From an optimization exercise on the open Yosys and OpenROAD flow, aimed at small area and a short achievable clock period; shortcuts taken in it are not production practice.
Only simulation tests tie the RTL to the original design; equivalence was not proved.
Power and IR drop assume default switching activity.

**flow/flow/run.sh**
```bash
#!/bin/bash
# Own flow: the standard layout, with one change to synthesis: ABC maps the
# combinational logic with flow/abc_area.script (area-first mapping, then
# sizing) instead of ORFS's abc_area.script.  Everything else, including
# synth_recipe.tcl (-nofsm -noshare, flatten, rename), is the standard flow.
set -euo pipefail
rm -rf scripts_abc
cp -r "$FLOW_HOME/scripts" scripts_abc
cp flow/abc_area.script scripts_abc/abc_area.script
bash standard.sh SCRIPTS_DIR="$PWD/scripts_abc" synth > synth.log 2>&1
bash standard.sh "BUFFER_PORTS_ARGS=-buffer_cell sky130_fd_sc_hd__buf_1" finish > layout.log 2>&1
```
**flow/flow/abc_area.script**
```
strash
dch
map -a
topo
stime -c
buffer -c
upsize -c
dnsize -c
```
**flow/standard.sh**
```bash
#!/bin/bash
# synth_recipe.tcl (not shown) runs the flow's synth.tcl, then flattens the netlist and writes it again
# the make line also repeats each setting of config.mk as NAME=value (left out here)
make -C /OpenROAD-flow-scripts/flow DESIGN_CONFIG=/design/flow/config.mk WORK_HOME=/design/flow/orfs CLKGATE_MAP_FILE= SYNTH_SCRIPT=/design/flow/synth_recipe.tcl "${@:-finish}"
```
**flow/config.mk**
```make
export PLATFORM = sky130hd
export DESIGN_NAME = saw2sin
export DESIGN_NICKNAME = saw2sin
export VERILOG_FILES = /design/flow/design.v
export SDC_FILE = /design/flow/constraint.sdc
export NUM_CORES = 4
export LEC_CHECK = 0
export ABC_AREA = 1
export CAP_MARGIN = 20
export CORE_MARGIN = 2
export CORE_UTILIZATION = 40
export SLEW_MARGIN = 20
```
**flow/constraint.sdc**
```tcl
create_clock -name core_clock -period 70.0 [get_ports {i_clk}]
set_input_delay 14.0000 -clock core_clock [delete_from_list [all_inputs] [get_ports {i_clk}]]
set_output_delay 14.0000 -clock core_clock [all_outputs]
set_load 0.01 [all_outputs]
```
**flow/design.v**
```verilog
`default_nettype none
module sin_rom(m, c0, c1);
  input [5:0] m;
  wire [5:0] m;
  output [15:0] c0;
  wire [15:0] c0;
  output [7:0] c1;
  wire [7:0] c1;
  wire _000_;
  wire _001_;
  wire _002_;
  wire _003_;
  wire _004_;
  wire _005_;
  wire _006_;
  wire _007_;
  wire _008_;
  wire _009_;
  wire _010_;
  wire _011_;
  wire _012_;
  wire _013_;
  wire _014_;
  wire _015_;
  wire _016_;
  wire _017_;
  wire _018_;
  wire _019_;
  wire _020_;
  wire _021_;
  wire _022_;
  wire _023_;
  wire _024_;
  wire _025_;
  wire _026_;
  wire _027_;
  wire _028_;
  wire _029_;
  wire _030_;
  wire _031_;
  wire _032_;
  wire _033_;
  wire _034_;
  wire _035_;
  wire _036_;
  wire _037_;
  wire _038_;
  wire _039_;
  wire _040_;
  wire _041_;
  wire _042_;
  wire _043_;
  wire _044_;
  wire _045_;
  wire _046_;
  wire _047_;
  wire _048_;
  wire _049_;
  wire _050_;
  wire _051_;
  wire _052_;
  wire _053_;
  wire _054_;
  wire _055_;
  wire _056_;
  wire _057_;
  wire _058_;
  wire _059_;
  wire _060_;
  wire _061_;
  wire _062_;
  wire _063_;
  wire _064_;
  wire _065_;
  wire _066_;
  wire _067_;
  wire _068_;
  wire _069_;
  wire _070_;
  wire _071_;
  wire _072_;
  wire _073_;
  wire _074_;
  wire _075_;
  wire _076_;
  wire _077_;
  wire _078_;
  wire _079_;
  wire _080_;
  wire _081_;
  wire _082_;
  wire _083_;
  wire _084_;
  wire _085_;
  wire _086_;
  wire _087_;
  wire _088_;
  wire _089_;
  wire _090_;
  wire _091_;
  wire _092_;
  wire _093_;
  wire _094_;
  wire _095_;
  wire _096_;
  wire _097_;
  wire _098_;
  wire _099_;
  wire _100_;
  wire _101_;
  wire _102_;
  wire _103_;
  wire _104_;
  wire _105_;
  wire _106_;
  wire _107_;
  wire _108_;
  wire _109_;
  wire _110_;
  wire _111_;
  wire _112_;
  wire _113_;
  wire _114_;
  wire _115_;
  wire _116_;
  wire _117_;
  wire _118_;
  wire _119_;
  wire _120_;
  wire _121_;
  wire _122_;
  wire _123_;
  wire _124_;
  wire _125_;
  wire _126_;
  wire _127_;
  wire _128_;
  wire _129_;
  wire _130_;
  wire _131_;
  wire _132_;
  wire _133_;
  wire _134_;
  wire _135_;
  wire _136_;
  wire _137_;
  wire _138_;
  wire _139_;
  wire _140_;
  wire _141_;
  wire _142_;
  wire _143_;
  wire _144_;
  wire _145_;
  wire _146_;
  wire _147_;
  wire _148_;
  wire _149_;
  wire _150_;
  wire _151_;
  wire _152_;
  wire _153_;
  wire _154_;
  wire _155_;
  wire _156_;
  wire _157_;
  wire _158_;
  wire _159_;
  wire _160_;
  wire _161_;
  wire _162_;
  wire _163_;
  wire _164_;
  wire _165_;
  wire _166_;
  wire _167_;
  wire _168_;
  wire _169_;
  wire _170_;
  wire _171_;
  wire _172_;
  wire _173_;
  wire _174_;
  wire _175_;
  wire _176_;
  wire _177_;
  wire _178_;
  wire _179_;
  wire _180_;
  wire _181_;
  wire _182_;
  wire _183_;
  wire _184_;
  wire _185_;
  wire _186_;
  wire _187_;
  wire _188_;
  wire _189_;
  wire _190_;
  wire _191_;
  wire _192_;
  wire _193_;
  wire _194_;
  wire _195_;
  wire _196_;
  wire _197_;
  wire _198_;
  wire _199_;
  wire _200_;
  wire _201_;
  wire _202_;
  wire _203_;
  wire _204_;
  wire _205_;
  wire _206_;
  wire _207_;
  wire _208_;
  wire _209_;
  wire _210_;
  wire _211_;
  wire _212_;
  wire _213_;
  wire _214_;
  wire _215_;
  wire _216_;
  wire _217_;
  wire _218_;
  wire _219_;
  wire _220_;
  wire _221_;
  wire _222_;
  wire _223_;
  wire _224_;
  wire _225_;
  wire _226_;
  wire _227_;
  wire _228_;
  wire _229_;
  wire _230_;
  wire _231_;
  wire _232_;
  wire _233_;
  wire _234_;
  wire _235_;
  wire _236_;
  wire _237_;
  wire _238_;
  wire _239_;
  wire _240_;
  wire _241_;
  wire _242_;
  wire _243_;
  wire _244_;
  wire _245_;
  wire _246_;
  wire _247_;
  wire _248_;
  wire _249_;
  wire _250_;
  wire _251_;
  wire _252_;
  wire _253_;
  wire _254_;
  wire _255_;
  wire _256_;
  wire _257_;
  wire _258_;
  wire _259_;
  wire _260_;
  wire _261_;
  wire _262_;
  wire _263_;
  wire _264_;
  wire _265_;
  wire _266_;
  wire _267_;
  wire _268_;
  wire _269_;
  wire _270_;
  wire _271_;
  wire _272_;
  wire _273_;
  wire _274_;
  wire _275_;
  wire _276_;
  wire _277_;
  wire _278_;
  wire _279_;
  wire _280_;
  wire _281_;
  wire _282_;
  wire _283_;
  wire _284_;
  wire _285_;
  wire _286_;
  wire _287_;
  wire _288_;
  wire _289_;
  wire _290_;
  wire _291_;
  wire _292_;
  wire _293_;
  wire _294_;
  wire _295_;
  wire _296_;
  wire _297_;
  wire _298_;
  wire _299_;
  wire _300_;
  wire _301_;
  wire _302_;
  wire _303_;
  wire _304_;
  wire _305_;
  wire _306_;
  wire _307_;
  wire _308_;
  wire _309_;
  wire _310_;
  wire _311_;
  wire _312_;
  wire _313_;
  wire _314_;
  wire _315_;
  wire _316_;
  wire _317_;
  wire _318_;
  wire _319_;
  wire _320_;
  wire _321_;
  wire _322_;
  wire _323_;
  assign _195_ = ~m[5];
  assign _205_ = ~(m[4] | m[3]);
  assign _215_ = ~m[4];
  assign _225_ = ~(m[2] | m[3]);
  assign _236_ = _215_ & ~(_225_);
  assign _246_ = ~_236_;
  assign _256_ = ~(m[0] | m[1]);
  assign _265_ = m[2] & ~(_256_);
  assign _266_ = m[3] & ~(_265_);
  assign _267_ = ~m[3];
  assign _268_ = ~(m[1] & m[2]);
  assign _269_ = _267_ & ~(_268_);
  assign _270_ = ~m[0];
  assign _271_ = m[1] | m[2];
  assign _272_ = _270_ & ~(_271_);
  assign _273_ = _272_ | _269_;
  assign _274_ = _273_ | _266_;
  assign _275_ = m[2] & ~(m[0]);
  assign _276_ = _267_ & ~(_275_);
  assign _277_ = _276_ | _274_;
  assign _278_ = _277_ & ~(_246_);
  assign _279_ = _278_ | _205_;
  assign _280_ = _195_ & ~(_279_);
  assign _281_ = m[0] & m[1];
  assign _282_ = m[4] & ~(m[3]);
  assign _283_ = _282_ & ~(m[2]);
  assign _284_ = _283_ & ~(_281_);
  assign _285_ = _236_ | _195_;
  assign _286_ = _285_ | _284_;
  assign c1[6] = _286_ & ~(_280_);
  assign _287_ = m[3] | ~(m[2]);
  assign _288_ = m[3] & ~(m[2]);
  assign _289_ = _288_ | ~(_287_);
  assign _290_ = _215_ & ~(_289_);
  assign _291_ = m[5] & ~(_290_);
  assign _292_ = ~m[2];
  assign _293_ = _292_ & ~(_281_);
  assign _294_ = _267_ & ~(_293_);
  assign _295_ = m[3] & ~(_271_);
  assign _296_ = _295_ | _215_;
  assign _297_ = ~(_296_ | _294_);
  assign _298_ = _291_ & ~(_297_);
  assign _299_ = ~(m[0] | m[2]);
  assign _300_ = m[3] & ~(_299_);
  assign _301_ = _300_ & _271_;
  assign _302_ = _301_ & ~(_215_);
  assign _303_ = _280_ & ~(_302_);
  assign c1[5] = _303_ | _298_;
  assign _304_ = ~m[1];
  assign _305_ = m[0] | m[1];
  assign _306_ = _292_ ? _304_ : _305_;
  assign _307_ = _306_ & ~(_267_);
  assign _308_ = m[4] & ~(_269_);
  assign _309_ = _308_ & ~(_284_);
  assign _310_ = _309_ & ~(_307_);
  assign _311_ = ~(m[1] & m[3]);
  assign _312_ = ~(_311_ | _275_);
  assign _313_ = _312_ | m[4];
  assign _314_ = m[2] & ~(_313_);
  assign _315_ = _314_ | _310_;
  assign _316_ = m[0] & ~(m[1]);
  assign _317_ = m[0] | ~(m[1]);
  assign _318_ = _317_ & ~(_316_);
  assign _319_ = _288_ & ~(_318_);
  assign _320_ = ~(_319_ | _296_);
  assign _321_ = _265_ ? m[3] : _320_;
  assign c1[4] = m[5] ? _315_ : _321_;
  assign _322_ = m[0] & ~(m[2]);
  assign _323_ = ~_322_;
  assign _000_ = ~(_306_ & _267_);
  assign _001_ = _323_ & ~(_000_);
  assign _002_ = _300_ & ~(_306_);
  assign _003_ = _002_ | _215_;
  assign _004_ = _003_ | _001_;
  assign _005_ = _004_ & ~(_278_);
  assign _006_ = _005_ | m[5];
  assign _007_ = _292_ & ~(_318_);
  assign _008_ = _007_ | _316_;
  assign _009_ = _267_ & ~(_008_);
  assign _010_ = _322_ | _267_;
  assign _011_ = _268_ & ~(_010_);
  assign _012_ = _011_ & ~(_256_);
  assign _013_ = ~(_012_ | _009_);
  assign _014_ = _013_ | _215_;
  assign _015_ = m[1] & ~(m[3]);
  assign _016_ = m[0] & m[2];
  assign _017_ = ~(_311_ | _016_);
  assign _018_ = _017_ | m[4];
  assign _019_ = ~(_018_ | _015_);
  assign _020_ = _019_ | _195_;
  assign _021_ = _014_ & ~(_020_);
  assign c1[3] = _006_ & ~(_021_);
  assign _022_ = _292_ ? _267_ : _256_;
  assign _023_ = ~(_022_ | _312_);
  assign _024_ = _023_ & ~(m[4]);
  assign _025_ = _319_ | _215_;
  assign _026_ = _008_ | _288_;
  assign _027_ = _026_ & ~(_025_);
  assign _028_ = _027_ | _024_;
  assign _029_ = ~(_299_ | _016_);
  assign _030_ = _029_ | m[3];
  assign _031_ = m[3] & ~(_306_);
  assign _032_ = _031_ | _312_;
  assign _033_ = ~(_032_ & m[2]);
  assign _034_ = ~(_033_ & _030_);
  assign _035_ = _256_ & ~(_287_);
  assign _036_ = m[4] & ~(_035_);
  assign _037_ = _319_ | ~(_036_);
  assign _038_ = ~(_037_ | _034_);
  assign _039_ = m[0] & ~(m[3]);
  assign _040_ = _215_ & ~(_039_);
  assign _041_ = _268_ & ~(_270_);
  assign _042_ = _040_ & ~(_041_);
  assign _043_ = _042_ | _038_;
  assign c1[2] = _195_ ? _028_ : _043_;
  assign _044_ = _271_ & ~(_281_);
  assign _045_ = _307_ & ~(_044_);
  assign _046_ = _294_ | m[4];
  assign _047_ = _046_ | _045_;
  assign _048_ = ~(_311_ & m[4]);
  assign _049_ = _000_ & ~(_048_);
  assign _050_ = _047_ & ~(_049_);
  assign _051_ = m[3] & ~(_312_);
  assign _052_ = _270_ & ~(_268_);
  assign _053_ = ~(_052_ | _041_);
  assign _054_ = _267_ & ~(_053_);
  assign _055_ = _054_ | _215_;
  assign _056_ = _055_ | _051_;
  assign _057_ = _289_ & ~(_317_);
  assign _058_ = _215_ & ~(_057_);
  assign _059_ = _058_ & ~(_016_);
  assign _060_ = _056_ & ~(_059_);
  assign c1[1] = m[5] ? _050_ : _060_;
  assign _061_ = _267_ & ~(_318_);
  assign _062_ = _215_ & ~(_061_);
  assign _063_ = _062_ | m[5];
  assign _064_ = m[0] & ~(_311_);
  assign _065_ = _215_ & ~(_064_);
  assign _066_ = ~(_271_ & _268_);
  assign _067_ = m[0] | ~(m[3]);
  assign _068_ = _066_ & ~(_067_);
  assign _069_ = _068_ | _272_;
  assign _070_ = _065_ & ~(_069_);
  assign _071_ = _195_ & ~(_070_);
  assign _072_ = _071_ | ~(_063_);
  assign _073_ = _053_ | _267_;
  assign _074_ = _225_ | ~(_308_);
  assign _075_ = _073_ & ~(_074_);
  assign _076_ = _072_ & ~(_075_);
  assign _077_ = _246_ & ~(_062_);
  assign _078_ = _077_ | _032_;
  assign _079_ = ~(_268_ & _267_);
  assign _080_ = m[2] ? _256_ : _316_;
  assign _081_ = _080_ | _079_;
  assign _082_ = ~(_067_ & m[4]);
  assign _083_ = _081_ & ~(_082_);
  assign _084_ = _083_ | _195_;
  assign _085_ = _078_ & ~(_084_);
  assign c1[0] = _085_ | _076_;
  assign _086_ = _079_ & ~(_215_);
  assign _087_ = _195_ & ~(_086_);
  assign _088_ = _272_ & _205_;
  assign _089_ = ~_088_;
  assign c0[15] = ~(_089_ & _087_);
  assign _090_ = m[5] & ~(_225_);
  assign c1[7] = ~(_090_ | _291_);
  assign _091_ = _301_ | m[4];
  assign _092_ = _089_ & ~(_091_);
  assign _093_ = _092_ | ~(_087_);
  assign c0[14] = ~(_093_ & c1[7]);
  assign _094_ = ~(_090_ & _279_);
  assign _095_ = _091_ | ~(_274_);
  assign _096_ = m[4] & ~(_274_);
  assign _097_ = _096_ | m[5];
  assign _098_ = _095_ & ~(_097_);
  assign c0[13] = _094_ & ~(_098_);
  assign _099_ = ~(_031_ | _025_);
  assign _100_ = ~_318_;
  assign _101_ = m[2] ? m[1] : _100_;
  assign _102_ = _101_ & ~(_267_);
  assign _103_ = _215_ & ~(_102_);
  assign _104_ = _103_ | _099_;
  assign _105_ = _267_ & ~(_101_);
  assign _106_ = _104_ & ~(_105_);
  assign _107_ = _195_ & ~(_106_);
  assign _108_ = _266_ | _246_;
  assign _109_ = _283_ | _195_;
  assign _110_ = _108_ & ~(_109_);
  assign c0[12] = _110_ | _107_;
  assign _111_ = _015_ | m[4];
  assign _112_ = _111_ | _002_;
  assign _113_ = _289_ & ~(_048_);
  assign _114_ = _112_ & ~(_113_);
  assign _115_ = _114_ | _195_;
  assign _116_ = ~(m[4] & m[3]);
  assign _117_ = _116_ | _008_;
  assign _118_ = ~_029_;
  assign _119_ = _118_ & ~(_086_);
  assign _120_ = _119_ | m[5];
  assign _121_ = _117_ & ~(_120_);
  assign c0[11] = _115_ & ~(_121_);
  assign _122_ = ~(m[4] | m[1]);
  assign _123_ = ~_080_;
  assign _124_ = _323_ & ~(_044_);
  assign _125_ = _124_ | m[3];
  assign _126_ = _123_ & ~(_125_);
  assign _127_ = _322_ & ~(_311_);
  assign _128_ = _127_ | _052_;
  assign _129_ = ~(_128_ | _296_);
  assign _130_ = _129_ & ~(_126_);
  assign _131_ = _130_ | _122_;
  assign _132_ = _040_ & ~(_319_);
  assign _133_ = ~(_132_ & _033_);
  assign _134_ = _275_ | ~(_015_);
  assign _135_ = _134_ & ~(_296_);
  assign _136_ = _133_ & ~(_135_);
  assign c0[10] = _195_ ? _131_ : _136_;
  assign _137_ = _127_ | _256_;
  assign _138_ = _030_ & ~(_137_);
  assign _139_ = m[4] & ~(_138_);
  assign _140_ = ~(m[4] | m[0]);
  assign _141_ = _140_ & ~(_088_);
  assign _142_ = _141_ | _139_;
  assign _143_ = _055_ | _307_;
  assign _144_ = _125_ & ~(_018_);
  assign _145_ = _143_ & ~(_144_);
  assign c0[9] = _195_ ? _142_ : _145_;
  assign _146_ = _067_ & ~(m[4]);
  assign _147_ = _124_ | ~(_146_);
  assign _148_ = _300_ & ~(_265_);
  assign _149_ = _308_ & ~(_148_);
  assign _150_ = _149_ | _195_;
  assign _151_ = _147_ & ~(_150_);
  assign _152_ = _035_ | _015_;
  assign _153_ = _073_ & ~(_152_);
  assign _154_ = _153_ | _215_;
  assign _155_ = _016_ | m[3];
  assign _156_ = ~(_155_ | _272_);
  assign _157_ = _156_ & _058_;
  assign _158_ = _157_ | m[5];
  assign _159_ = _154_ & ~(_158_);
  assign c0[8] = _159_ | _151_;
  assign _160_ = _317_ & ~(_010_);
  assign _161_ = m[4] & ~(_160_);
  assign _162_ = _039_ & ~(_066_);
  assign _163_ = _267_ & ~(_162_);
  assign _164_ = ~(_155_ | _080_);
  assign _165_ = _163_ & ~(_164_);
  assign _166_ = _161_ & ~(_165_);
  assign _167_ = _166_ | _063_;
  assign _168_ = _033_ & ~(_156_);
  assign _169_ = _168_ | _215_;
  assign _170_ = _062_ & ~(_068_);
  assign _171_ = _170_ | _195_;
  assign _172_ = _169_ & ~(_171_);
  assign c0[7] = _167_ & ~(_172_);
  assign _173_ = _067_ & ~(_101_);
  assign _174_ = _173_ | _037_;
  assign _175_ = ~(_044_ | _010_);
  assign _176_ = _040_ & ~(_175_);
  assign _177_ = _174_ & ~(_176_);
  assign _178_ = _195_ & ~(_177_);
  assign _179_ = _034_ | _018_;
  assign _180_ = _320_ & ~(_069_);
  assign _181_ = _180_ | _195_;
  assign _182_ = _179_ & ~(_181_);
  assign c0[6] = _182_ | _178_;
  assign _183_ = ~(_032_ | _010_);
  assign _184_ = ~(_294_ | _275_);
  assign _185_ = _184_ & ~(_183_);
  assign _186_ = _185_ | _306_;
  assign _187_ = _011_ | ~(_186_);
  assign _188_ = _187_ | _313_;
  assign _189_ = _317_ & _282_;
  assign _190_ = _189_ | m[5];
  assign _191_ = _188_ & ~(_190_);
  assign _192_ = _292_ & ~(_316_);
  assign _193_ = m[3] & ~(_192_);
  assign _194_ = _193_ | _215_;
  assign _196_ = _194_ | _126_;
  assign _197_ = _271_ ? _300_ : _270_;
  assign _198_ = _062_ & ~(_197_);
  assign _199_ = _198_ | _195_;
  assign _200_ = _196_ & ~(_199_);
  assign c0[5] = _200_ | _191_;
  assign _201_ = ~(_044_ & _267_);
  assign _202_ = ~(_201_ & _161_);
  assign _203_ = _062_ & ~(_300_);
  assign _204_ = _202_ & ~(_203_);
  assign _206_ = ~(_082_ | _192_);
  assign _207_ = ~(_206_ & _000_);
  assign _208_ = _029_ | _267_;
  assign _209_ = _007_ | m[4];
  assign _210_ = _208_ & ~(_209_);
  assign _211_ = _207_ & ~(_210_);
  assign c0[4] = _195_ ? _204_ : _211_;
  assign _212_ = _163_ | ~(_073_);
  assign _213_ = _035_ | _322_;
  assign _214_ = _213_ | _183_;
  assign _216_ = m[4] ? _212_ : _214_;
  assign _217_ = _187_ | _215_;
  assign _218_ = ~(_079_ | _029_);
  assign _219_ = _146_ & ~(_218_);
  assign _220_ = _217_ & ~(_219_);
  assign c0[3] = m[5] ? _216_ : _220_;
  assign _221_ = _195_ & ~(_225_);
  assign _222_ = ~(_221_ & _317_);
  assign _223_ = _222_ | _183_;
  assign _224_ = _087_ & ~(_189_);
  assign _226_ = _223_ & ~(_224_);
  assign _227_ = m[3] & ~(_318_);
  assign _228_ = _227_ | m[4];
  assign _229_ = _186_ & ~(_228_);
  assign _230_ = _229_ | _226_;
  assign _231_ = _300_ & ~(_318_);
  assign _232_ = _231_ | _246_;
  assign _233_ = _232_ | _009_;
  assign _234_ = _300_ & ~(_044_);
  assign _235_ = _036_ & ~(_234_);
  assign _237_ = _235_ | _195_;
  assign _238_ = _233_ & ~(_237_);
  assign c0[2] = _230_ & ~(_238_);
  assign _239_ = _276_ & ~(_316_);
  assign _240_ = _239_ | _215_;
  assign _241_ = _033_ & ~(_240_);
  assign _242_ = _071_ & ~(_241_);
  assign _243_ = _215_ & ~(_164_);
  assign _244_ = _100_ & ~(_023_);
  assign _245_ = _277_ & ~(_244_);
  assign _247_ = _245_ | m[4];
  assign _248_ = _247_ & ~(_243_);
  assign _249_ = _248_ | _288_;
  assign _250_ = _316_ & _225_;
  assign _251_ = _250_ | _002_;
  assign _252_ = _161_ & ~(_251_);
  assign _253_ = _252_ | _195_;
  assign _254_ = _249_ & ~(_253_);
  assign c0[1] = _254_ | _242_;
  assign _255_ = _162_ | _025_;
  assign _257_ = _033_ & ~(_255_);
  assign _258_ = _247_ & ~(_257_);
  assign _259_ = _258_ | _195_;
  assign _260_ = _185_ | _215_;
  assign _261_ = _012_ | _288_;
  assign _262_ = _243_ & ~(_261_);
  assign _263_ = _262_ | m[5];
  assign _264_ = _260_ & ~(_263_);
  assign c0[0] = _259_ & ~(_264_);
endmodule
module sin_qrom(mq, aq, qn);
  input [1:0] mq;
  wire [1:0] mq;
  input [2:0] aq;
  wire [2:0] aq;
  output [2:0] qn;
  wire [2:0] qn;
  wire _00_;
  wire _01_;
  wire _02_;
  wire _03_;
  wire _04_;
  wire _05_;
  wire _06_;
  wire _07_;
  wire _08_;
  wire _09_;
  wire _10_;
  wire _11_;
  wire _12_;
  wire _13_;
  wire _14_;
  wire _15_;
  wire _16_;
  assign _16_ = ~aq[2];
  assign _00_ = ~(mq[0] | mq[1]);
  assign _01_ = _00_ & ~(aq[1]);
  assign _02_ = _01_ | _16_;
  assign _03_ = ~(aq[0] | mq[0]);
  assign _04_ = mq[1] & ~(_03_);
  assign _05_ = aq[1] & ~(_00_);
  assign _06_ = _05_ | _04_;
  assign _07_ = ~aq[0];
  assign _08_ = ~(aq[1] & mq[1]);
  assign _09_ = _08_ | _16_;
  assign qn[2] = _09_ | _07_;
  assign _10_ = ~(qn[2] & _06_);
  assign qn[1] = _10_ | _02_;
  assign _11_ = _06_ | _02_;
  assign _12_ = aq[2] | ~(aq[0]);
  assign _13_ = _05_ & ~(_12_);
  assign _14_ = _07_ & ~(_09_);
  assign _15_ = _14_ | _13_;
  assign qn[0] = _11_ & ~(_15_);
endmodule
`default_nettype none
module saw2sin
( input  wire        i_clk
, input  wire [15:0] i_saw
, output logic [15:0] o_sin
);
wire inv = i_saw[15];
wire rev = i_saw[14];
wire [13:0] v = i_saw[13:0] ^ {14{rev}};
wire [5:0] m = v[13:8];
wire [7:0] tb = {~v[7], v[6:0]};
wire [6:0] a = tb[7] ? ~tb[6:0] : tb[6:0];
wire [15:0] c0;
wire [7:0] c1;
sin_rom rom (.m(m), .c0(c0), .c1(c1));
wire [2:0] qn;
sin_qrom qrom (.mq(m[5:4]), .aq(a[6:4]), .qn(qn));
wire [3:0] bneg, bone, btwo;
assign bneg[0] = tb[1];
assign bone[0] = tb[0] ^ rev;
assign btwo[0] = (tb[1] & ~tb[0] & ~rev) | (~tb[1] & tb[0] & rev);
assign bneg[1] = tb[3];
assign bone[1] = tb[2] ^ tb[1];
assign btwo[1] = (tb[3] & ~tb[2] & ~tb[1]) | (~tb[3] & tb[2] & tb[1]);
assign bneg[2] = tb[5];
assign bone[2] = tb[4] ^ tb[3];
assign btwo[2] = (tb[5] & ~tb[4] & ~tb[3]) | (~tb[5] & tb[4] & tb[3]);
assign bneg[3] = tb[7];
assign bone[3] = tb[6] ^ tb[5];
assign btwo[3] = (tb[7] & ~tb[6] & ~tb[5]) | (~tb[7] & tb[6] & tb[5]);
wire b_pp0_5 = (((bone[0] & c1[5]) | (btwo[0] & c1[4])) ^ bneg[0]);
wire b_pp0_6 = (((bone[0] & c1[6]) | (btwo[0] & c1[5])) ^ bneg[0]);
wire b_pp0_7 = (((bone[0] & c1[7]) | (btwo[0] & c1[6])) ^ bneg[0]);
wire b_pp0_8 = ((btwo[0] & c1[7]) ^ bneg[0]);
wire b_nneg0 = ~bneg[0];
wire b_pp1_3 = (((bone[1] & c1[3]) | (btwo[1] & c1[2])) ^ bneg[1]);
wire b_pp1_4 = (((bone[1] & c1[4]) | (btwo[1] & c1[3])) ^ bneg[1]);
wire b_pp1_5 = (((bone[1] & c1[5]) | (btwo[1] & c1[4])) ^ bneg[1]);
wire b_pp1_6 = (((bone[1] & c1[6]) | (btwo[1] & c1[5])) ^ bneg[1]);
wire b_pp1_7 = (((bone[1] & c1[7]) | (btwo[1] & c1[6])) ^ bneg[1]);
wire b_pp1_8 = ((btwo[1] & c1[7]) ^ bneg[1]);
wire b_nneg1 = ~bneg[1];
wire b_pp2_1 = (((bone[2] & c1[1]) | (btwo[2] & c1[0])) ^ bneg[2]);
wire b_pp2_2 = (((bone[2] & c1[2]) | (btwo[2] & c1[1])) ^ bneg[2]);
wire b_pp2_3 = (((bone[2] & c1[3]) | (btwo[2] & c1[2])) ^ bneg[2]);
wire b_pp2_4 = (((bone[2] & c1[4]) | (btwo[2] & c1[3])) ^ bneg[2]);
wire b_pp2_5 = (((bone[2] & c1[5]) | (btwo[2] & c1[4])) ^ bneg[2]);
wire b_pp2_6 = (((bone[2] & c1[6]) | (btwo[2] & c1[5])) ^ bneg[2]);
wire b_pp2_7 = (((bone[2] & c1[7]) | (btwo[2] & c1[6])) ^ bneg[2]);
wire b_pp2_8 = ((btwo[2] & c1[7]) ^ bneg[2]);
wire b_nneg2 = ~bneg[2];
wire b_pp3_0 = ((bone[3] & c1[0]) ^ bneg[3]);
wire b_pp3_1 = (((bone[3] & c1[1]) | (btwo[3] & c1[0])) ^ bneg[3]);
wire b_pp3_2 = (((bone[3] & c1[2]) | (btwo[3] & c1[1])) ^ bneg[3]);
wire b_pp3_3 = (((bone[3] & c1[3]) | (btwo[3] & c1[2])) ^ bneg[3]);
wire b_pp3_4 = (((bone[3] & c1[4]) | (btwo[3] & c1[3])) ^ bneg[3]);
wire b_pp3_5 = (((bone[3] & c1[5]) | (btwo[3] & c1[4])) ^ bneg[3]);
wire b_pp3_6 = (((bone[3] & c1[6]) | (btwo[3] & c1[5])) ^ bneg[3]);
wire b_pp3_7 = (((bone[3] & c1[7]) | (btwo[3] & c1[6])) ^ bneg[3]);
wire b_pp3_8 = ((btwo[3] & c1[7]) ^ bneg[3]);
wire b_nneg3 = ~bneg[3];
wire b_neg3 = bneg[3];
wire b_q0 = qn[0];
wire b_q1 = qn[1];
wire b_q2 = qn[2];
wire b_ninv = ~inv;
wire fs1 = b_pp0_6 ^ b_pp1_4 ^ b_pp2_2;
wire fc2 = (b_pp0_6 & b_pp1_4) | (b_pp0_6 & b_pp2_2) | (b_pp1_4 & b_pp2_2);
wire hs3 = b_pp0_7 ^ b_pp1_5;
wire hc4 = b_pp0_7 & b_pp1_5;
wire hs5 = b_pp0_5 ^ b_pp1_3;
wire hc6 = b_pp0_5 & b_pp1_3;
wire fs7 = fs1 ^ b_pp3_0 ^ b_neg3;
wire fc8 = (fs1 & b_pp3_0) | (fs1 & b_neg3) | (b_pp3_0 & b_neg3);
wire hs9 = b_q1 ^ b_ninv;
wire hc10 = b_q1 & b_ninv;
wire fs11 = hs3 ^ b_pp2_3 ^ b_pp3_1;
wire fc12 = (hs3 & b_pp2_3) | (hs3 & b_pp3_1) | (b_pp2_3 & b_pp3_1);
wire fs13 = b_q2 ^ c0[2] ^ fc2;
wire fc14 = (b_q2 & c0[2]) | (b_q2 & fc2) | (c0[2] & fc2);
wire fs15 = b_pp0_8 ^ b_pp1_6 ^ b_pp2_4;
wire fc16 = (b_pp0_8 & b_pp1_6) | (b_pp0_8 & b_pp2_4) | (b_pp1_6 & b_pp2_4);
wire fs17 = b_pp3_2 ^ c0[3] ^ hc4;
wire fc18 = (b_pp3_2 & c0[3]) | (b_pp3_2 & hc4) | (c0[3] & hc4);
wire fs19 = b_nneg0 ^ b_pp1_7 ^ b_pp2_5;
wire fc20 = (b_nneg0 & b_pp1_7) | (b_nneg0 & b_pp2_5) | (b_pp1_7 & b_pp2_5);
wire hs21 = b_pp3_3 ^ c0[4];
wire hc22 = b_pp3_3 & c0[4];
wire fs23 = b_pp1_8 ^ b_pp2_6 ^ b_pp3_4;
wire fc24 = (b_pp1_8 & b_pp2_6) | (b_pp1_8 & b_pp3_4) | (b_pp2_6 & b_pp3_4);
wire hs25 = b_nneg1 ^ b_pp2_7;
wire hc26 = b_nneg1 & b_pp2_7;
wire hs27 = hs5 ^ b_pp2_1;
wire hc28 = hs5 & b_pp2_1;
wire fs29 = fs7 ^ hs9 ^ c0[1];
wire fc30 = (fs7 & hs9) | (fs7 & c0[1]) | (hs9 & c0[1]);
wire fs31 = fs11 ^ fs13 ^ fc8;
wire fc32 = (fs11 & fs13) | (fs11 & fc8) | (fs13 & fc8);
wire fs33 = fs15 ^ fs17 ^ fc12;
wire fc34 = (fs15 & fs17) | (fs15 & fc12) | (fs17 & fc12);
wire fs35 = fs19 ^ hs21 ^ fc16;
wire fc36 = (fs19 & hs21) | (fs19 & fc16) | (hs21 & fc16);
wire fs37 = fs23 ^ c0[5] ^ fc20;
wire fc38 = (fs23 & c0[5]) | (fs23 & fc20) | (c0[5] & fc20);
wire fs39 = hs25 ^ b_pp3_5 ^ c0[6];
wire fc40 = (hs25 & b_pp3_5) | (hs25 & c0[6]) | (b_pp3_5 & c0[6]);
wire fs41 = b_pp2_8 ^ b_pp3_6 ^ c0[7];
wire fc42 = (b_pp2_8 & b_pp3_6) | (b_pp2_8 & c0[7]) | (b_pp3_6 & c0[7]);
wire hs43 = b_nneg2 ^ b_pp3_7;
wire hc44 = b_nneg2 & b_pp3_7;
wire hs45 = hs27 ^ b_q0;
wire hc46 = hs27 & b_q0;
wire fs47 = fs29 ^ hc6 ^ hc28;
wire fc48 = (fs29 & hc6) | (fs29 & hc28) | (hc6 & hc28);
wire fs49 = fs31 ^ hc10 ^ fc30;
wire fc50 = (fs31 & hc10) | (fs31 & fc30) | (hc10 & fc30);
wire fs51 = fs33 ^ fc14 ^ fc32;
wire fc52 = (fs33 & fc14) | (fs33 & fc32) | (fc14 & fc32);
wire fs53 = fs35 ^ fc18 ^ fc34;
wire fc54 = (fs35 & fc18) | (fs35 & fc34) | (fc18 & fc34);
wire fs55 = fs37 ^ hc22 ^ fc36;
wire fc56 = (fs37 & hc22) | (fs37 & fc36) | (hc22 & fc36);
wire fs57 = fs39 ^ fc24 ^ fc38;
wire fc58 = (fs39 & fc24) | (fs39 & fc38) | (fc24 & fc38);
wire fs59 = fs41 ^ hc26 ^ fc40;
wire fc60 = (fs41 & hc26) | (fs41 & fc40) | (hc26 & fc40);
wire fs61 = hs43 ^ c0[8] ^ fc42;
wire fc62 = (hs43 & c0[8]) | (hs43 & fc42) | (c0[8] & fc42);
wire fs63 = b_pp3_8 ^ c0[9] ^ hc44;
wire fc64 = (b_pp3_8 & c0[9]) | (b_pp3_8 & hc44) | (c0[9] & hc44);
wire hs65 = b_nneg3 ^ c0[10];
wire hc66 = b_nneg3 & c0[10];
wire [15:0] ra = {c0[15], c0[14], c0[13], c0[12], c0[11], hs65, fs63, fs61, fs59, fs57, fs55, fs53, fs51, fs49, fs47, hs45};
wire [15:0] rb = {1'b0, 1'b0, 1'b0, 1'b0, hc66, fc64, fc62, fc60, fc58, fc56, fc54, fc52, fc50, fc48, hc46, c0[0]};
wire [15:0] z;
wire [15:0] pg_g0 = ra & rb;
wire [15:0] pg_p0 = ra ^ rb;
wire pfx_g1 = pg_g0[1] | (pg_p0[1] & pg_g0[0]);
wire pfx_p1 = pg_p0[1] & pg_p0[0];
wire pfx_g2 = pg_g0[3] | (pg_p0[3] & pg_g0[2]);
wire pfx_p2 = pg_p0[3] & pg_p0[2];
wire pfx_g3 = pg_g0[5] | (pg_p0[5] & pg_g0[4]);
wire pfx_p3 = pg_p0[5] & pg_p0[4];
wire pfx_g4 = pg_g0[7] | (pg_p0[7] & pg_g0[6]);
wire pfx_p4 = pg_p0[7] & pg_p0[6];
wire pfx_g5 = pg_g0[9] | (pg_p0[9] & pg_g0[8]);
wire pfx_p5 = pg_p0[9] & pg_p0[8];
wire pfx_g6 = pg_g0[11] | (pg_p0[11] & pg_g0[10]);
wire pfx_p6 = pg_p0[11] & pg_p0[10];
wire pfx_g7 = pg_g0[13] | (pg_p0[13] & pg_g0[12]);
wire pfx_p7 = pg_p0[13] & pg_p0[12];
wire pfx_g8 = pg_g0[15] | (pg_p0[15] & pg_g0[14]);
wire pfx_p8 = pg_p0[15] & pg_p0[14];
wire pfx_g9 = pfx_g2 | (pfx_p2 & pfx_g1);
wire pfx_p9 = pfx_p2 & pfx_p1;
wire pfx_g10 = pfx_g4 | (pfx_p4 & pfx_g3);
wire pfx_p10 = pfx_p4 & pfx_p3;
wire pfx_g11 = pfx_g6 | (pfx_p6 & pfx_g5);
wire pfx_p11 = pfx_p6 & pfx_p5;
wire pfx_g12 = pfx_g8 | (pfx_p8 & pfx_g7);
wire pfx_p12 = pfx_p8 & pfx_p7;
wire pfx_g13 = pfx_g10 | (pfx_p10 & pfx_g9);
wire pfx_p13 = pfx_p10 & pfx_p9;
wire pfx_g14 = pfx_g12 | (pfx_p12 & pfx_g11);
wire pfx_p14 = pfx_p12 & pfx_p11;
wire pfx_g15 = pfx_g14 | (pfx_p14 & pfx_g13);
wire pfx_p15 = pfx_p14 & pfx_p13;
wire pfx_g16 = pfx_g11 | (pfx_p11 & pfx_g13);
wire pfx_p16 = pfx_p11 & pfx_p13;
wire pfx_g17 = pfx_g3 | (pfx_p3 & pfx_g9);
wire pfx_p17 = pfx_p3 & pfx_p9;
wire pfx_g18 = pfx_g5 | (pfx_p5 & pfx_g13);
wire pfx_p18 = pfx_p5 & pfx_p13;
wire pfx_g19 = pfx_g7 | (pfx_p7 & pfx_g16);
wire pfx_p19 = pfx_p7 & pfx_p16;
wire pfx_g20 = pg_g0[2] | (pg_p0[2] & pfx_g1);
wire pfx_p20 = pg_p0[2] & pfx_p1;
wire pfx_g21 = pg_g0[4] | (pg_p0[4] & pfx_g9);
wire pfx_p21 = pg_p0[4] & pfx_p9;
wire pfx_g22 = pg_g0[6] | (pg_p0[6] & pfx_g17);
wire pfx_p22 = pg_p0[6] & pfx_p17;
wire pfx_g23 = pg_g0[8] | (pg_p0[8] & pfx_g13);
wire pfx_p23 = pg_p0[8] & pfx_p13;
wire pfx_g24 = pg_g0[10] | (pg_p0[10] & pfx_g18);
wire pfx_p24 = pg_p0[10] & pfx_p18;
wire pfx_g25 = pg_g0[12] | (pg_p0[12] & pfx_g16);
wire pfx_p25 = pg_p0[12] & pfx_p16;
wire pfx_g26 = pg_g0[14] | (pg_p0[14] & pfx_g19);
wire pfx_p26 = pg_p0[14] & pfx_p19;
assign z[0] = pg_p0[0];
assign z[1] = pg_p0[1] ^ pg_g0[0];
assign z[2] = pg_p0[2] ^ pfx_g1;
assign z[3] = pg_p0[3] ^ pfx_g20;
assign z[4] = pg_p0[4] ^ pfx_g9;
assign z[5] = pg_p0[5] ^ pfx_g21;
assign z[6] = pg_p0[6] ^ pfx_g17;
assign z[7] = pg_p0[7] ^ pfx_g22;
assign z[8] = pg_p0[8] ^ pfx_g13;
assign z[9] = pg_p0[9] ^ pfx_g23;
assign z[10] = pg_p0[10] ^ pfx_g18;
assign z[11] = pg_p0[11] ^ pfx_g24;
assign z[12] = pg_p0[12] ^ pfx_g16;
assign z[13] = pg_p0[13] ^ pfx_g25;
assign z[14] = pg_p0[14] ^ pfx_g19;
assign z[15] = pg_p0[15] ^ pfx_g26;
wire [14:0] zi = z[15:1];
logic [15:0] sin_q;
always_ff @(posedge i_clk) sin_q <= {~inv, zi ^ {15{inv}}};
always_comb o_sin = sin_q;
endmodule
```
==> metrics.md, run 1 <==
| Metric | Value |
|---|---|
| Share of cells above drive strength 1 | 0.0907 |
| Crit Path Category | in -> reg |
| Synth warn | 1 |
| Unrepaired setup endpoints after global routing | no |
| CP arrival | between 20,000 and 25,000 ps |
| Initial core utilization | 0.409 |
| Synth top area cells | fa_1, ha_1, inv_1 |
| Synth cell types | 55 |
| ANT nets after route | 0 |
| Yosys top cell by area | fa_1 |
| Hold slack | ~14,000 ps |
| Top reg by flops | sin_q |
| Worst vdd ir | between 40 and 50 µV |
| Max incr delay on CP | around 530 ps |
| Mapped Area | just under 0.004 mm² |
| Crit-path leading delay family | adder cells |
| Max Clock Freq | approximately 47 MHz |
| Post-Synthesis Cells | ~540 |
| Chip width | ~100 µm |
| Biggest regs | sin_q: 16 flops |
| Final Instance Count excl. Fillers | slightly below 700 |
| Final setup viols | 0 |
| CTS Buf Count | 3 |
| Core Box Area | about 0.0097 mm² |
| FFs w/ async S/R, synth | 0 |
| Synth top area share | 0.147 |
| Finished Core Util | 0.436 |
| WL/cell | 17.1 µm |
| Detailed-route via count | about 3,900 |
| Die Ht | a little over 100 µm |
| Top-count cell post-synth | inv_1 |
| Row Count | 36 |
| Final #Nets | around 640 |
| Post-cts sizing count | 0 |
| First-pass GRT wire length | 18.6 mm |
| Final min period | 21,390 ps |
| Post-CTS setup buffers | 0 |
| Largest net degree at the start of global routing | 28 |
| Vias in the first global route | 3,604 |
| Die ar. | ~0.011 mm² |
| Seq/Total Area, Yosys | 0.0810 |
| Least-Margin Pin Slew | ~940 ps |
| Detailed Route WL | around 12 mm |
| Drt drc | 0 |
| Routed vias/inst | around 5.5 |
| Port bufs | 32 |
| IO Count | 33 |
| Initial antenna violation count | 0 |
| Crit path max fanout | 13 |
| Starting DRT DRC Count | approximately 340 |
| GPL Wtd Cong | between 1 and 1.5 |
| Number of flip-flops in the largest register | 16 |
| Clock edge transition at the registers on the reported setup and hold paths | around 50 ps |
| Area grow syn2layout | 6.64% |
| Dominant synthesized flop cell | dfxtp_1 |
| Root Buffer | clkbuf_8 |
| Dpl cells | 692 |
| CP Launch Type | input pin |
| Post-synthesis average cell area | 7.34 µm² |
| Hold_buf cts | 0 |
| Hold Fails Final Rpt | 0 |
| Worst path bufs/invs | 8 |
| Worst hold start | i_saw[15] |
| Final worst path period share | 0.306 |
| CTS tree | yes |
| Static leakage | between 1.5 and 2 nW |
| Final Max Slew Viols | 0 |
| CTS Sinks | 16 |
| Power Density | approximately 56 mW/mm² |
| Setup_tns | 0 ps |
| Crit. End Element | flop |
| Final setup margin | between 40,000 and 50,000 ps |
| Pre-CTS WS | 48,380 ps |
| Max-cap violations | 0 |
| HPWL Detailed | about 9.9 mm |
| Gr usage total | 0.227 |
| Pre-antenna DRT Iters | 5 |
| Grt total ovfl | 0 |
| Post-synth EDFFs | 0 |
| Worst slew margin | 0.370 |
| Most frequent cells after synthesis | inv_1, nor2_1, nand2_1 |
| Antenna Diode Count | 0 |
| Critical Path Source | i_saw[14] |
| Max clock buf depth | 2 |
| CP Data Required Time | around 70,000 ps |
| H-tree levels | 1 |
| Yosys reg bits | 16 |
| Status | no timing/DRC/antenna violations |
| Syn_nets | approximately 620 |
| Worst hold path class | in -> reg |
| Crit-path slowest cell | fa_1 |
path summary, 6_finish.rpt:
| kind | endpoint | cells past startpoint | slack, ps |
|---|---|---|---|
| setup / recovery | sin_q[14] | 36 | 48610 |
| hold / removal | sin_q[7] | 2 | 14430 |
power by group:
group / switching, mW / total [mW] / leakage [nW] / internal, mW
clock: 0.00248 / 0.00627 / 0.0216 / 0.00379
sequential: 0.000940 / 0.0187 / 0.135 / 0.0178
combinational: 0.117 / 0.212 / 1.77 / 0.0948
total: 0.120 / 0.237 / 1.92 / 0.116
logic make-up (layout without fill, tap and decap cells):
kind of cell | Yosys count | after routing | synth area share
adder cells (fa/ha/maj) | 63 | 63 | 0.254
flip-flops | 16 | 16 | 0.0810
XOR/XNOR | 60 | 60 | 0.157
buffers and inverters | 119 | 142 | 0.124
AO/OA/AOI/OAI | 129 | 129 | 0.206
AND/OR/NAND/NOR | 152 | 152 | 0.179
cell usage in the layout, fill, tap and decap left out, types with 7 or more instances in the layout:
| cell | instances |
|---|---|
| nor2_1 | 62 |
| inv_2 | 13 |
| nor2_4 | 7 |
| o22ai_1 | 20 |
| nand3_1 | 7 |
| ha_1 | 34 |
| nor3_1 | 13 |
| nand2_1 | 48 |
| fa_1 | 29 |
| buf_1 | 32 |
| o21ai_0 | 22 |
| xnor2_1 | 21 |
| xor2_1 | 34 |
| a21oi_1 | 36 |
| inv_1 | 87 |
| dfxtp_1 | 16 |
| o211ai_1 | 7 |
final cells by class:
class	count	area, µm²
fill	1033	5470
multi-input combinational	404	3150
inverter	104	403
sequential	16	320
tap	133	166
timing repair buffer	35	143
clock buffer	3	41.3
metal layers:
metal  track usage  routed length, µm  vias up
met2         0.349               5040      201
li1              -                  -     1820
met3        0.0101                907       34
met1         0.329               5380     1799
met4         0.100                555        0
met5             0                  0        -
through the flow:
stage               total power, mW  instance area [µm²]
floorplan                     0.187                 3960
global placement              0.227                 4180
detailed placement            0.234                 4180
CTS                           0.241                 4220
global route                  0.269                 4220
finish                        0.237                 4220
==> inputs of run 2 (changes only) <==
==> flow/run.sh (new file) <==
#!/bin/bash
# synth_recipe.tcl (not shown) runs the flow's synth.tcl, then flattens the netlist and writes it again
# the make line also repeats each setting of config.mk as NAME=value (left out here)
make -C /OpenROAD-flow-scripts/flow DESIGN_CONFIG=/design/flow/config.mk WORK_HOME=/design/flow/orfs CLKGATE_MAP_FILE= SYNTH_SCRIPT=/design/flow/synth_recipe.tcl finish
removed: flow/flow/run.sh
removed: flow/flow/abc_area.script
removed: flow/standard.sh
==> metrics.md, run 2 <==
| Metric | Value |
|---|---|
| Share of cells above drive strength 1 | 0.0930 (+0.00224) |
| Final Max Slew Viols | 0 (unchanged) |
| Starting DRT DRC Count | 536 (+59%) |
| Synth cell types | 49 (-11%) |
| Most common cell after layout, fill and taps aside | nand2_1 |
| Detailed-route via count | 4,583 (+19%) |
| ANT nets after route | 0 (unchanged) |
| Met2 WL | 6.48 mm (+29%) |
| Die ar. | 0.0119 mm² (+11%) |
| Final #Nets | 780 (+21%) |
| Die Ht | 109 µm (+5.5%) |
| GPL Wtd Cong | 1.03 (-4.1%) |
| Largest net degree at the start of global routing | 31 (+11%) |
| Status | no timing/DRC/antenna violations |
| H-tree levels | 1 (unchanged) |
| Post-synthesis average cell area | 6.49 µm² (-12%) |
| Syn_nets | 761 (+23%) |
| NetSw | 0.107 mW (-11%) |
| Yosys top cell by area | nand2_1 |
| Crit path max fanout | 24 (+11) |
| Post-cts sizing count | 0 (unchanged) |
| Routed vias/inst | 5.46 (-1.5%) |
| Drt drc | 0 (unchanged) |
| Commonest cells after routing, fill and taps aside | nand2_1, nand3_1, inv_1 |
| Top sig layer | met4 |
| Top reg by flops | sin_q |
| Clock edge transition at the registers on the reported setup and hold paths | 60 ps (about the same) |
| Most frequent cells after synthesis | nand2_1, nand3_1, inv_1 |
| Power Density | 44.1 mW/mm² (-21%) |
| Final worst path period share | 0.297 (-0.00810) |
| Gr usage total | 0.253 (+0.0264) |
| Number of flip-flops in the largest register | 16 (unchanged) |
| Initial antenna violation count | 0 (unchanged) |
| Least-Margin Pin Slew | 784 ps (-161 ps) |
| Hold_buf cts | 0 (unchanged) |
| Detailed Route WL | 14.8 mm (+24%) |
| Biggest regs | sin_q: 16 flops |
| CP Data Required Time | 70,130 ps (about the same) |
| Unrepaired setup endpoints after global routing | no |
| Clock network fraction of total power | 0.037 (+0.011) |
| Port bufs | 32 (unchanged) |
| Max Clock Freq | 48.0 MHz (+2.7%) |
| Max clock buf depth | 2 (unchanged) |
| IO Count | 33 (unchanged) |
| Worst slew margin | 0.477 (+0.107) |
| Post-Synthesis Cells | 681 (+26%) |
| Crit Path Category | in -> reg |
| Internal power | 0.106 mW (-9.0%) |
| Met3 WL post-DR | 1.09 mm (+21%) |
| Final min period | 20,820 ps (-567 ps) |
| Crit. End Element | flop |
| Yosys reg bits | 16 (unchanged) |
| Finished Core Util | 0.447 (+0.0112) |
| Final setup viols | 0 (unchanged) |
| Seq/Total Area, Yosys | 0.0725 (-0.00848) |
| Synth top area share | 0.176 (+0.0291) |
| Placement Cell Area | 0.00477 mm² (+14%) |
| Root Buffer | clkbuf_8 |
| Dominant synthesized flop cell | dfxtp_1 |
| Worst vdd ir | 48.8 µV (+10%) |
| Mapped Area | 0.00442 mm² (+12%) |
| Area grow syn2layout | 9.15% |
| Met1 WL | 6.69 mm (+24%) |
| Setup_tns | 0 ps (unchanged) |
| Grt total ovfl | 0 (unchanged) |
| Antenna Diode Count | 0 (unchanged) |
| Top-count cell post-synth | nand2_1 |
| Core Box Area | 0.0108 mm² (+11%) |
| Sw frac | 0.503 (-0.00577) |
| CP Launch Type | input pin |
| Worst hold path class | in -> reg |
| Row Count | 38 (+5.6%) |
| HPWL Detailed | 11.9 mm (+20%) |
| CTS tree | yes |
| Post-route cell area | 0.00482 mm² (+14%) |
| WL/cell | 17.6 µm (+3.0%) |
| Synth top area cells | nand2_1, fa_1, ha_1 |
| Combinational cell fraction of total power | 0.879 (-0.016) |
| CP arrival | 20,960 ps (-550 ps) |
| CTS Buf Count | 3 (unchanged) |
| First-pass GRT wire length | 23.1 mm (+24%) |
| FFs w/ async S/R, synth | 0 (unchanged) |
| Hold Fails Final Rpt | 0 (unchanged) |
| Chip width | 109 µm (+5.5%) |
| Synth warn | 1 (unchanged) |
| Final Power | 0.213 mW (-10%) |
| Post-CTS setup buffers | 0 (unchanged) |
| Pre-antenna DRT Iters | 6 (+1) |
| Post-synth EDFFs | 0 (unchanged) |
| Static leakage | 2.53 nW (+32%) |
| Initial core utilization | 0.409 (+0.000933) |
| Sequential share of power | 0.084 (+0.005) |
| Max-cap violations | 0 (unchanged) |
| Vias in the first global route | 4,272 (+19%) |
| CTS Sinks | 16 (unchanged) |
## run 2: changes by cell type after synthesis, moves of 7 or more
cell | before | now
nand2_4 | 0 | 7
xnor2_1 | 21 | 11
o22ai_1 | 20 | 2
nand3_1 | 7 | 85
inv_2 | 13 | 5
nor2_4 | 7 | 0
nand2_1 | 48 | 207
a21oi_1 | 36 | 23
nor3_1 | 13 | 3
nor2_1 | 62 | 31
xor2_1 | 34 | 18
nand2_2 | 1 | 22
## run 2: layout make-up
cell class	count	area, µm²
flip-flops and latches	16	320
repair buffers	35	343
multi-input cells	553	3580
inverters	91	347
clock buffers	4	55.1
well taps	140	175
fillers	1155	5970
## run 2: metal layers
layer,GRT usage,vias up
met5,0,-
met4,0.0916,0
met3,0.0233,35
met2,0.387,220
met1,0.368,2113
li1,-,2215
## run 2: final timing paths
check              endpoint      start  cells after the start
setup / recovery  sin_q[10]  i_saw[14]                     26
hold / removal     sin_q[0]  i_saw[15]                      2
## run 2: cells by family (layout without fill, tap and decap cells)
| family | count (synthesis) | after routing | share of synthesized area |
|---|---|---|---|
| adder cells (fa/ha/maj) | 63 | 63 | 0.228 |
| buffers and inverters | 112 | 130 | 0.117 |
| XOR/XNOR | 36 | 36 | 0.0934 |
| flip-flops | 16 | 16 | 0.0725 |
| AND/OR/NAND/NOR | 376 | 376 | 0.387 |
| AO/OA/AOI/OAI | 77 | 77 | 0.101 |
| multiplexers | 1 | 1 | 0.00227 |
## run 2: per-stage QoR
stage	setup slack, ps	hold WS (ps)	cells
after floorplan	50390	14300	681
after global placement	49040	14740	835
after detailed placement	48920	14740	835
after CTS	49180	14850	839
after global routing	48680	14970	839
final	49180	14840	839
## run 2: power by group through the flow
stage / sequential [mW] / combinational (mW) / clock [mW]
after CTS: 0.0180 / 0.189 / 0.00823
after global placement: 0.0181 / 0.185 / 0
after floorplan: 0.0205 / 0.142 / 0
after detailed placement: 0.0182 / 0.189 / 0
final: 0.0179 / 0.187 / 0.00796
after global routing: 0.0182 / 0.215 / 0.00858
## run 2: critical path, cell delays in order
cell             delay, ps
clkdlybuf4s50_1        390
buf_4                  260
or2_2                  340
nand2_2                410
inv_1                  520
o21ai_0                200
inv_1                   80
nor2_2                 430
nand2_1                140
nand3_1                120
nand2_1                 60
ha_1                   320
fa_1                   540
inv_1                   50
fa_1                   520
inv_1                   50
fa_1                   500
ha_1                   300
nand2_1                 40
nor2_1                  90
a211oi_1                80
o31ai_1                480
a31oi_1                210
fa_1                   470
xnor2_1                150
xor2_1                 170

-- what the ideal ports hide --
Ports are ideal in the flow. The routed layouts listed here were re-timed in OpenROAD. Step 1 (the two cells are an assumption about what drives the block):
set clk [get_ports {i_clk}]
set_driving_cell -lib_cell sky130_fd_sc_hd__clkbuf_16 $clk
set_driving_cell -lib_cell sky130_fd_sc_hd__buf_2 [delete_from_list [all_inputs] $clk]
Step 2 also shifts input and output timing later by t, the mid clock arrival at the registers, as if the neighbouring blocks saw the same clock. a / b / c = no drivers / after step 1 / after step 2; a / b = the first two.
run | t (ns) | setup slack, ns | latest minus earliest clock arrival (ns) | slew at the worst register clock pin (ns) | cell pins on the clock port's net
run 1 | 0.259 | 48.612 / 48.615 / 48.357 | 0.003 / 0.003 | 0.05 / 0.05 | 1
run 2 | 0.269 | 49.178 / 49.180 / 48.911 | 0.004 / 0.004 | 0.06 / 0.06 | 1
After both steps setup and hold are still met in every run listed. For run 2, which loses most, drivers alone change the setup slack by +0.002 ns; drivers and shift together by -0.267 ns.
